What follows belongs to an exercise in optimizing a design on an open flow for small area, a short achievable clock period and few clock cycles per item; a production flow would make more cautious choices. In this exercise RTL edits were held to simulation tests only and were not proved equivalent to the original. Power is estimated from default activity; no workload was simulated.

## dot
module dot(input logic clk, input logic rst_n,
          output logic slave_waitrequest,
          input logic [3:0] slave_address,
          input logic slave_read, output logic [31:0] slave_readdata,
          input logic slave_write, input logic [31:0] slave_writedata,
          input logic master_waitrequest,
          output logic [31:0] master_address,
          output logic master_read, input logic [31:0] master_readdata, input logic master_readdatavalid,
          output logic master_write, output logic [31:0] master_writedata);
For scale: about 2700 cells after synthesis, roughly 330 flip-flops, roughly 170 I/O pins, about 0.026 mm² of cells after synthesis.
Settings: LEC_CHECK=0, CAP_MARGIN=50, CORE_MARGIN=2, CORE_UTILIZATION=40, PLACE_DENSITY=0.6, SLEW_MARGIN=75, SYNTH_HIERARCHICAL=1, SYNTH_MINIMUM_KEEP_SIZE=0; clock period 11.0 ns.
standard.sh (not shown) runs the stock make flow with config.mk's settings and CLKGATE_MAP_FILE= SYNTH_SCRIPT=/design/flow/synth_recipe.tcl, a recipe that flattens the netlist after the stock synthesis.
==> flow/flow/run.sh <==
#!/bin/bash
export SETUP_SLACK_MARGIN=8
bash standard.sh > standard.log 2>&1
The starting point passed the timing, DRC and antenna checks.
Testbench counts at the start, summed over its fixed seeds: cycles 91,785, items 45,420.
Then changed:
==> flow/run.sh (new file) <==
#!/bin/bash
# synth_recipe.tcl (not shown) runs the flow's synth.tcl, then flattens the netlist and writes it again
# the make line also repeats each setting of config.mk as NAME=value (left out here)
make -C /OpenROAD-flow-scripts/flow DESIGN_CONFIG=/design/flow/config.mk WORK_HOME=/design/flow/orfs CLKGATE_MAP_FILE= SYNTH_SCRIPT=/design/flow/synth_recipe.tcl finish
CAP_MARGIN = 20   (was 50)
CORE_UTILIZATION = 65   (was 40)
PLACE_DENSITY = 0.8   (was 0.6)
SLEW_MARGIN = 20   (was 75)
removed: flow/flow/run.sh
removed: flow/standard.sh
What happened:
- utilization went up by 17 points
- setup slack gets worse by 1.6 ns
- power came out lower by 15%
- final area goes down by 21%
- combinational power fell by about 20%
- sequential power came out higher by about 3%
- synthesized area stays the same
- register-to-register slack loses 0.70 ns
- clock power is lower by 18%
- via count drops by 7.1%
- die area is lower by 38%
Then changed:
CORE_UTILIZATION = 40   (was 65)
PLACE_DENSITY = 0.6   (was 0.8)
What happened: The new run completed with no timing, DRC or antenna violations. Power stays flat. Cell area increases by 2.5%. Via count drops by 2.3%. Worst setup slack gains 1.1 ns. Area after synthesis does not change. Routed wire length rises by 5.7%. Fmax goes up by 24%. Global-route usage shrinks by 15 points. Clock power rose by 17%.

dot, a different RTL version from the one above (not shown whole).
For scale: roughly 2600 cells after synthesis, roughly 320 flip-flops, about 170 I/O pins, roughly 25000 um^2 of cells after synthesis.
Settings: LEC_CHECK=0, CAP_MARGIN=20, CORE_MARGIN=2, CORE_UTILIZATION=55, CTS_CLUSTER_DIAMETER=70, CTS_CLUSTER_SIZE=22, PLACE_DENSITY=0.7, SLEW_MARGIN=20, SYNTH_HIERARCHICAL=1, SYNTH_MINIMUM_KEEP_SIZE=0; clock period 11.0 ns.
==> flow/flow/run.sh <==
#!/bin/bash
export SETUP_SLACK_MARGIN=7.2
bash standard.sh > standard.log 2>&1
The starting point completed without violations.
Testbench counts at the start, summed over its fixed seeds: cycles 91,778, items 45,420.
Rerun with:
==> flow/flow/run.sh (replaced) <==
#!/bin/bash
export SETUP_SLACK_MARGIN=7
bash standard.sh > standard.log 2>&1
Result: Combinational power drops by 5.7%; count of clock-buffer cells in the layout is unchanged; design area drops by 3.9%; clock power stays flat; synthesized area does not change; fmax drops by 3.8%; worst setup slack degrades by 150 ps; wire length drops by 3.5%; power drops by 4.3%; non-clock buffer count drops by 43; sequential cell count does not change.
Rerun with:
Settings changed: CTS_BUF_LIST set to sky130_fd_sc_hd__clkbuf_8 sky130_fd_sc_hd__clkbuf_16.
=> Total power barely changes. Non-clock buffer count does not change. Design area stays the same. Final cell count is unchanged. Core utilization is unchanged. Setup slack loses 15 ps. Clock skew is about the same.
Rerun with:
Settings changed: CAP_MARGIN 20 to 50, CORE_UTILIZATION 55 to 40, CTS_BUF_LIST sky130_fd_sc_hd__clkbuf_8 sky130_fd_sc_hd__clkbuf_16 to not set, CTS_CLUSTER_DIAMETER 70 to not set, CTS_CLUSTER_SIZE 22 to not set, PLACE_DENSITY 0.7 to 0.6, SLEW_MARGIN 20 to 75.
Effect:
- sequential share of layout area decreases by 1.5 points
- routed wire length goes up by 2.1%
- global-route usage came out lower by 9.0 points
- via count drops by 1.9%

## lane 1
Starting RTL as in the previous note.
==> flow/config.mk <==
export PLATFORM = sky130hd
export DESIGN_NAME = dot
export DESIGN_NICKNAME = dot
export VERILOG_FILES = /design/flow/design.v
export SDC_FILE = /design/flow/constraint.sdc
export NUM_CORES = 4
export LEC_CHECK = 0
export CAP_MARGIN = 50
export CORE_MARGIN = 2
export CORE_UTILIZATION = 40
export PLACE_DENSITY = 0.6
export SLEW_MARGIN = 75
export SYNTH_HIERARCHICAL = 1
export SYNTH_MINIMUM_KEEP_SIZE = 0
==> flow/constraint.sdc <==
create_clock -name core_clock -period 11.0 [get_ports {clk}]
set_input_delay 2.2000 -clock core_clock [delete_from_list [all_inputs] [get_ports {clk}]]
set_output_delay 2.2000 -clock core_clock [all_outputs]
set_load 0.01 [all_outputs]
==> flow/flow/run.sh <==
#!/bin/bash
export SETUP_SLACK_MARGIN=6.5
bash standard.sh > standard.log 2>&1
Lane 1 completed; timing, DRC and antenna clean
Testbench counts of lane 1, summed over its fixed seeds: cycles 91,778, items 45,420.
Setup changes, lane 1 to lane 2
# lane 1
export LEC_CHECK = 0
export CAP_MARGIN = 50
export CORE_MARGIN = 2
export CORE_UTILIZATION = 40
export PLACE_DENSITY = 0.6
export SLEW_MARGIN = 75
export SYNTH_HIERARCHICAL = 1
export SYNTH_MINIMUM_KEEP_SIZE = 0
create_clock -name core_clock -period 11.0 [get_ports {clk}]
# lane 2
export LEC_CHECK = 0
export CAP_MARGIN = 20
export CORE_MARGIN = 2
export CORE_UTILIZATION = 55
export PLACE_DENSITY = 0.7
export SLEW_MARGIN = 20
export SYNTH_HIERARCHICAL = 1
export SYNTH_MINIMUM_KEEP_SIZE = 0
create_clock -name core_clock -period 11.0 [get_ports {clk}]
==> flow/flow/run.sh <==
#!/bin/bash
export SETUP_SLACK_MARGIN=7
bash standard.sh > standard.log 2>&1
--- outcome ---
Worst-case reg-to-reg path depth on lane 2 is down relative to lane 1.
When lane 2 is set beside lane 1, its power after layout turns out to be about 0.65% smaller.
NOTE: largest clock skew in the final design in lane 2 exceeds that of lane 1
On worst hold margin, lane 1 and lane 2 are basically level.
Changes observed in lane 2 relative to lane 1: combinational share of power stayed essentially flat; data arrival time of the worst path went down; worst-case setup margin in the final layout climbed 0.25 ns.
Per the comparison of lane 2 with lane 1, part of the total power dissipated in the clock network now sits lower; count of clock tree sinks now sits at about the same level.

[what the ideal ports hide]
The flow's constraints put no driver on any port. The routed layouts listed below were extracted and timed again, unchanged, in two steps.
Step 1 sets driving cells, clkbuf_16 on the clock port and buf_2 on the other inputs (assumed; they add their load-dependent delay and slew).
Step 2 adds t to the input delays and takes it off the output delays; t is the mean of the earliest and latest rising clock arrival at the registers after step 1. Input paths then give back, and output paths get back, about the clock's delay inside the block.
Three values: ideal ports, drivers, drivers and shift; two values: the first two.
run	t, ns	setup WS [ns]	worst hold slack (ns)	latest minus earliest clock arrival (ns)
the first run of note 1	0.665	6.972 / 6.972 / 6.972	0.456 / 0.456 / 0.456	0.052 / 0.052
the second run of note 1	0.597	5.336 / 5.372 / 4.774	0.449 / 0.449 / 0.449	0.036 / 0.037
the third run of note 1	0.637	6.417 / 6.456 / 5.818	0.450 / 0.450 / 0.450	0.042 / 0.043
the first run of note 2	0.626	7.149 / 7.149 / 6.654	0.456 / 0.456 / 0.456	0.032 / 0.032
the second run of note 2	0.623	6.995 / 6.944 / 6.425	0.456 / 0.456 / 0.456	0.033 / 0.033
the third run of note 2	0.623	6.980 / 6.934 / 6.421	0.456 / 0.456 / 0.456	0.032 / 0.033
the fourth run of note 2	0.623	6.993 / 6.967 / 6.528	0.452 / 0.452 / 0.452	0.022 / 0.022
lane 1	0.629	6.721 / 6.721 / 6.363	0.452 / 0.452 / 0.452	0.024 / 0.023
lane 2	0.611	6.972 / 6.949 / 6.425	0.451 / 0.451 / 0.451	0.030 / 0.031
After both steps every run listed still meets setup and hold. For the third run of note 1, which loses most, drivers alone change the setup slack by +0.039 ns; drivers and shift together by -0.599 ns.
